From an optimization exercise on the open Yosys and OpenROAD flow, aimed at small area; shortcuts taken in it are not production practice. At most, simulation tests tie the RTL to the original design; equivalence was not proved. The clock input has no modelled driver; a real chip could not lean on it and would need a root buffer or a full tree. Power figures rest on the tool's default switching activity, not on a simulated workload.

Design top, start of the top module:
module top(
  input clk,
  input rst_n,
  input din_rx,
  output dout_tx_s1,
  output dout_tx_s2,
  output [31:0] addr_tx_s1,
  output [31:0] addr_tx_s2
    );
clock: 5.0 ns
lec_check: 0
cap_margin: 20
core_margin: 2
core_utilization: 40
cts_buf_list: sky130_fd_sc_hd__clkbuf_8
place_density: 0.6
slew_margin: 20
standard.sh (not shown) runs the stock make flow with config.mk's settings and CLKGATE_MAP_FILE= SYNTH_SCRIPT=/design/flow/synth_recipe.tcl, a recipe that flattens the netlist after the stock synthesis.
==> flow/flow/run.sh <==
#!/bin/bash
set -euo pipefail
bash standard.sh synth > synth.log 2>&1
bash standard.sh "BUFFER_PORTS_ARGS=-buffer_cell sky130_fd_sc_hd__buf_1" finish > layout.log 2>&1
Then changed:
==> flow/flow/run.sh (replaced) <==
#!/bin/bash
set -euo pipefail
bash standard.sh synth > synth.log 2>&1
bash standard.sh \
  "BUFFER_PORTS_ARGS=-buffer_cell sky130_fd_sc_hd__buf_1" \
  "CTS_ARGS=-sink_clustering_enable -sink_clustering_size 30 -sink_clustering_max_diameter 200 -repair_clock_nets -dont_use_dummy_load -buf_list sky130_fd_sc_hd__clkbuf_8" \
  finish > layout.log 2>&1
Settings changed: CAP_MARGIN 20 to 0, CORE_UTILIZATION 40 to 60, CTS_BUF_LIST sky130_fd_sc_hd__clkbuf_8 to unset, PLACE_DENSITY 0.6 to 0.8, SLEW_MARGIN 20 to 0.
The changed run ran to the end with no violations.
Combinational power hardly moves.
Core utilization grows by 21 points.
Setup slack degrades by 81 ps.
Cell area shrinks by a few percent.
Non-clock buffer count does not change.
Global-route usage grows by 5.7 points.
Power shrinks by a little under a tenth.
Maximum frequency shrinks by a few percent.
Sequential power stays flat.
Die area shrinks by a quarter to a third.
Then changed:
==> flow/flow/run.sh (replaced) <==
#!/bin/bash
set -euo pipefail
bash standard.sh synth > synth.log 2>&1
bash standard.sh \
  "BUFFER_PORTS_ARGS=-buffer_cell sky130_fd_sc_hd__buf_1" \
  "CTS_ARGS=-repair_clock_nets -dont_use_dummy_load -buf_list sky130_fd_sc_hd__clkbuf_16 -root_buf sky130_fd_sc_hd__clkbuf_16" \
  finish > layout.log 2>&1
- combinational power barely changes
- sequential share of layout area fell by 1.4 points
- maximum frequency is higher by 0.65%
- clock-buffer cell count does not change
- worst setup slack improved by 18 ps
- clock power climbs by 50%
Then changed:
==> flow/flow/run.sh (replaced) <==
#!/bin/bash
set -euo pipefail
bash standard.sh synth > synth.log 2>&1
bash standard.sh \
  "BUFFER_PORTS_ARGS=-buffer_cell sky130_fd_sc_hd__buf_1" \
  "CTS_ARGS=-sink_clustering_enable -repair_clock_nets -dont_use_dummy_load -buf_list sky130_fd_sc_hd__clkbuf_8" \
  finish > layout.log 2>&1
After rerunning: Combinational power barely changes; global-route usage drops by 0.46 points; critical path depth does not change; sequential power barely changes; routed wire length falls by about 2.3%.
No functional check of the RTL was part of any run of this note.


birch:
top, a different RTL version from the one above (not shown whole).
Size in the first run: about 82 flip-flops, ~69 I/O pins, roughly 3500 µm² of cells after synthesis.
Design top, start of the top module:
module top(
  input clk,
  input rst_n,
  input din_rx,
  output dout_tx_s1,
  output dout_tx_s2,
  output [31:0] addr_tx_s1,
  output [31:0] addr_tx_s2
    );
Settings: LEC_CHECK=0, CAP_MARGIN=0, CORE_MARGIN=2, CORE_UTILIZATION=60, PLACE_DENSITY=0.8, SLEW_MARGIN=0; clock period 5.0 ns.
==> flow/flow/run.sh <==
#!/bin/bash
set -euo pipefail
bash standard.sh synth > synth.log 2>&1
bash standard.sh \
  "BUFFER_PORTS_ARGS=-buffer_cell sky130_fd_sc_hd__buf_1" \
  "CTS_ARGS=-sink_clustering_enable -repair_clock_nets -dont_use_dummy_load -buf_list sky130_fd_sc_hd__clkbuf_8" \
  "RECOVER_POWER=100" \
  finish > layout.log 2>&1
The layout from birch, despite a flow that completed every stage, fails the layout checks, with the failing checks listed as capacitance limit, slew limit.
## Diff of input files: cedar against birch
--- a/flow/flow/run.sh
+++ b/flow/flow/run.sh
@@ -6,3 +6,2 @@
   "CTS_ARGS=-sink_clustering_enable -repair_clock_nets -dont_use_dummy_load -buf_list sky130_fd_sc_hd__clkbuf_8" \
-  "RECOVER_POWER=100" \
   finish > layout.log 2>&1
--- outcome ---
cedar | stages: all done | timing, DRC, antenna: all pass
birch: complete, dirty (capacitance limit, slew limit)
On number of port buffers, birch and cedar are neck and neck.
Final standard cell area without fillers, cedar vs birch: up slightly
The fraction of power consumed by the clock network of cedar and that of birch are within noise of each other.
The lower share of the clock period used by the worst path after layout of birch and cedar is in cedar.
[cedar vs birch] logic depth of the worst path, buffers included: lower in cedar
Per the comparison of cedar with birch, fmax shows an increase of about 26%, length of routed wiring on met1 lost 1.4%, final hold slack essentially unchanged.
The final wirelength of cedar was inferior to that of birch.
From birch to cedar, first-pass GRT wire length did not move at all.
cedar has max capacitance violation total below what birch had.


before:
The RTL this note starts from:
==> flow/design.v <==
module top(
  input clk,
  input rst_n,
  input din_rx,
  output dout_tx_s1,
  output dout_tx_s2,
  output [31:0] addr_tx_s1,
  output [31:0] addr_tx_s2
    );
  reg [3:0] rp;
  reg [5:0] rc1;
  wire r_idle = ~rp[3] & rp[1] & ~rp[0];                     
  wire r_stop = ~rp[3] & ~rp[1] & rp[0];                     
  wire rc1_51 = ~rc1[5] & ~rc1[4] & ~rc1[3] & ~rc1[2];       
  wire strobe = rp[3] & rc1_51;                              
  wire rx_done = r_stop & din_rx & rc1_51;                   
  always @(posedge clk) begin
    if (!rst_n)
      rp <= 4'd2;
    else if (r_idle) begin
      if (!din_rx) rp <= 4'd7;
    end else if (r_stop) begin
      if (din_rx & rc1_51) rp <= 4'd2;
    end else if (rc1_51)
      rp <= rp + 4'd1;
  end
  always @(posedge clk) begin
    if (r_idle)
      rc1 <= 6'd27;
    else if (rc1_51) begin
      if (!r_stop) rc1 <= 6'd5;
    end else if (!r_stop | din_rx)
      rc1 <= {rc1[4:0], rc1[5] ^ rc1[4]};
  end
  reg [3:0] k;
  reg [1:0] sel;        
  reg pw;               
  reg pw_seen;          
  reg [15:0] wd;        
  reg [31:0] wan;       
  reg [1:0] b;
  reg [3:0] p;
  reg [5:0] c;
  reg [1:0] gn;         
  wire idle  = b[1] & ~b[0];
  wire byte0 = ~b[1] & ~b[0];
  wire byte1 = ~b[1] & b[0];
  wire byte2 = b[1] & b[0];
  wire p_wait = ~p[3] & p[2];                   
  wire p_stop = ~p[3] & ~p[1] & p[0];           
  wire c50 = c[5] & ~c[4] & c[3] & ~c[2] & c[1];
  wire c_m2 = ~c[4] & ~c[3] & ~c[2] & ~c[1] & ~c[0];
  wire c_m1 = ~c[5] & ~c[4] & ~c[3] & ~c[2] & ~c[1];
  wire release_parser = byte1 & p_wait & c_m1;
  wire k_wait = ~k[3] & ~k[2];                  
  wire k_last = k[3] & k[2] & k[1] & k[0];      
  wire start = rx_done & k_last & (pw | pw_seen);
  always @(posedge clk) begin
    if (!rst_n) begin
      k <= 4'd6;
      pw_seen <= 0;
    end else begin
      if (k_wait) begin
        if (release_parser) k <= 4'd6;
      end else if (rx_done)
        k <= k + 4'd1;
      if (rx_done & k_last)
        pw_seen <= pw_seen | pw;
    end
  end
  always @(posedge clk) begin
    if (strobe & ~k[3] & ~k[0]) begin            
      if (rp[2:0] == 3'd0) sel[0] <= din_rx;
      if (rp[2:0] == 3'd1) sel[1] <= din_rx;
    end
    if (strobe & ~k[3] & k[0] & (rp[2:0] == 3'd0))    
      pw <= din_rx;
  end
  wire wd_rx  = strobe & pw & k[3] & ~k[2] & ~k[1];
  wire wd_tx  = c50 & p[3] & ~b[1];
  always @(posedge clk) begin
    if (wd_rx | wd_tx)
      wd <= {wd_rx ? din_rx : wd[0], wd[15:1]};
    if (strobe & pw & k[3] & k[2])
      wan <= {~din_rx, wan[31:1]};
  end
  always @(posedge clk) begin
    if (start) begin
      p <= 4'd7;
      c <= 6'd47;
    end else if (c50) begin
      if (p_stop) begin
        p <= 4'd7;
        c <= 6'd48;
      end else begin
        p <= p + 4'd1;
        c <= 6'd2;
      end
    end else
      c <= {c[4:0], c[5] ^ c[4]};
  end
  always @(posedge clk) begin
    if (!rst_n)
      b <= 2'b10;
    else if (start)
      b <= 2'b00;
    else if (~idle & c50 & p_stop)
      b <= {b[0], ~b[1]};      
  end
  always @(posedge clk) begin
    if (!rst_n)
      gn <= 2'b11;
    else if (p_wait & c_m2) begin
      if (byte0) gn <= ~{sel == 2'b01, sel == 2'b10};
      else if (byte2) gn <= 2'b11;
    end
  end
  reg tx1, tx2;
  always @(posedge clk) begin
    if (!rst_n) begin
      tx1 <= 0;
      tx2 <= 0;
    end else if (idle | p_stop) begin
      tx1 <= 1;
      tx2 <= 1;
    end else if (c50) begin
      if (p_wait) begin
        tx1 <= 0;
        tx2 <= 0;
      end else if (p[3]) begin
        tx1 <= ~gn[0] & wd[0];
        tx2 <= ~gn[1] & wd[0];
      end
    end
  end
  assign dout_tx_s1 = tx1;
  assign dout_tx_s2 = tx2;
  wire [31:0] an = {wan[7:0], wan[15:8], wan[23:16], wan[31:24]};
  assign addr_tx_s1 = ~(an | {32{gn[0]}});
  assign addr_tx_s2 = ~(an | {32{gn[1]}});
endmodule
export LEC_CHECK = 0
export CAP_MARGIN = 0
export CORE_MARGIN = 2
export CORE_UTILIZATION = 60
export PLACE_DENSITY = 0.8
export SLEW_MARGIN = 0
create_clock -name core_clock -period 5.0 [get_ports {clk}]
==> flow/flow/run.sh <==
#!/bin/bash
# The standard layout (standard.sh, standard synthesis) with three
# changes: the port buffers are the smallest buffer cell, the clock tree is a
# single level of buffers built by flow/cts_pre.tcl, and after the clock tree
# cells with spare slack are shrunk (flow/cts_post.tcl).
set -euo pipefail
F=$(pwd)/flow
bash standard.sh synth > synth.log 2>&1
MY_CTS_NBUF=4 MY_CTS_CELL=sky130_fd_sc_hd__clkbuf_8 bash standard.sh \
  "BUFFER_PORTS_ARGS=-buffer_cell sky130_fd_sc_hd__buf_1" \
  "PRE_CTS_TCL=$F/cts_pre.tcl" \
  "POST_CTS_TCL=$F/cts_post.tcl" \
  finish > layout.log 2>&1
==> flow/flow/cts_pre.tcl <==
set cts_nbuf $::env(MY_CTS_NBUF)
set cts_cell $::env(MY_CTS_CELL)
set block [ord::get_db_block]
set db [ord::get_db]
set clknet [$block findNet clk]
set pts {}
foreach it [$clknet getITerms] {
  set inst [$it getInst]
  set box [$inst getBBox]
  lappend pts [list [expr {([$box xMin] + [$box xMax]) / 2.0}] [expr {([$box yMin] + [$box yMax]) / 2.0}] $it]
}
set n [llength $pts]
set sorted [lsort -real -index 0 $pts]
set cent {}
for {set g 0} {$g < $cts_nbuf} {incr g} {
  set e [lindex $sorted [expr {int(($g + 0.5) * $n / $cts_nbuf)}]]
  lappend cent [list [lindex $e 0] [lindex $e 1]]
}
set cap [expr {int(ceil(double($n) / $cts_nbuf)) + 2}]
for {set iter 0} {$iter < 50} {incr iter} {
  # balanced assignment: points in order of their best-distance, capped per cluster
  set cand {}
  foreach p $pts {
    for {set g 0} {$g < $cts_nbuf} {incr g} {
      set c [lindex $cent $g]
      lappend cand [list [expr {abs([lindex $p 0] - [lindex $c 0]) + abs([lindex $p 1] - [lindex $c 1])}] $g [lindex $p 2] [lindex $p 0] [lindex $p 1]]
    }
  }
  set cand [lsort -real -index 0 $cand]
  array unset asg
  array unset cnt
  for {set g 0} {$g < $cts_nbuf} {incr g} { set cnt($g) 0; set sx($g) 0.0; set sy($g) 0.0 }
  foreach c $cand {
    set it [lindex $c 2]
    if {[info exists asg($it)]} continue
    set g [lindex $c 1]
    if {$cnt($g) >= $cap} continue
    set asg($it) $g
    incr cnt($g)
    set sx($g) [expr {$sx($g) + [lindex $c 3]}]
    set sy($g) [expr {$sy($g) + [lindex $c 4]}]
  }
  set cent {}
  for {set g 0} {$g < $cts_nbuf} {incr g} {
    lappend cent [list [expr {$sx($g) / max(1, $cnt($g))}] [expr {$sy($g) / max(1, $cnt($g))}]]
  }
}
set master [$db findMaster $cts_cell]
for {set g 0} {$g < $cts_nbuf} {incr g} {
  set inst [odb::dbInst_create $block $master "clkbuf_leaf_$g"]
  set net [odb::dbNet_create $block "clknet_leaf_$g"]
  $net setSigType CLOCK
  [$inst findITerm A] connect $clknet
  [$inst findITerm X] connect $net
  set c [lindex $cent $g]
  set w [$master getWidth]
  $inst setLocation [expr {int([lindex $c 0])}] [expr {int([lindex $c 1])}]
  $inst setPlacementStatus PLACED
  set gnet($g) $net
}
foreach p $pts {
  set it [lindex $p 2]
  $it disconnect
  $it connect $gnet($asg($it))
}
puts "my_cts: $n sinks in $cts_nbuf clusters of [array get cnt] driven by $cts_cell"
rename clock_tree_synthesis orfs_clock_tree_synthesis
proc clock_tree_synthesis {args} {
  set_propagated_clock [all_clocks]
}
Other scripts of this flow, unchanged in this note and not shown: flow/flow/cts_post.tcl
### before -> after
Settings: changing CORE_UTILIZATION from 60 to 70; changing PLACE_DENSITY from 0.8 to 0.9.
--- a/flow/flow/cts_pre.tcl
+++ b/flow/flow/cts_pre.tcl
@@ -18,3 +18,3 @@
 }
-set cap [expr {int(ceil(double($n) / $cts_nbuf)) + 2}]
+set cap [expr {int(ceil(double($n) / $cts_nbuf))}]
 for {set iter 0} {$iter < 50} {incr iter} {
--- outcome ---
Taking before as the reference, in after final cell count without fillers down 5; peak clock frequency supported by timing moved down; clock skew now smaller.
In every run of this note, the design's own scripts or RTL, not TritonCTS, make the clock network.

afterwards: timing with drivers on the ports:
The flow's constraints put no driver on any port. The routed layouts listed below were extracted and timed again, unchanged, in two steps.
Step 1 assumes that a clkbuf_16 drives the clock port and a buf_2 every other input.
Step 2, shift: input delay + t, output delay - t, t = (earliest + latest rising clock arrival at the registers) / 2. This alone moves slack from input paths to output paths.
Slacks: no drivers / after step 1 / after step 2; pairs: no drivers / after step 1.
run	shift t [ns]	slack for setup (ns)	latest minus earliest clock arrival (ns)
the first run of note 1	0.383	2.346 / 2.350 / 1.967	0.010 / 0.010
the second run of note 1	0.364	2.265 / 2.238 / 1.961	0.027 / 0.027
the third run of note 1	0.352	2.282 / 2.251 / 1.959	0.017 / 0.017
the fourth run of note 1	0.364	2.265 / 2.238 / 1.961	0.027 / 0.027
birch	0.368	1.566 / 1.566 / 1.566	0.018 / 0.018
cedar	0.368	2.278 / 2.250 / 2.570	0.018 / 0.018
before	0.219	1.987 / 1.987 / 1.987	0.031 / 0.031
after	0.222	1.934 / 1.934 / 1.934	0.011 / 0.011
For the first run of note 1, which loses most, drivers alone change the setup slack by +0.004 ns; drivers and shift together by -0.379 ns.
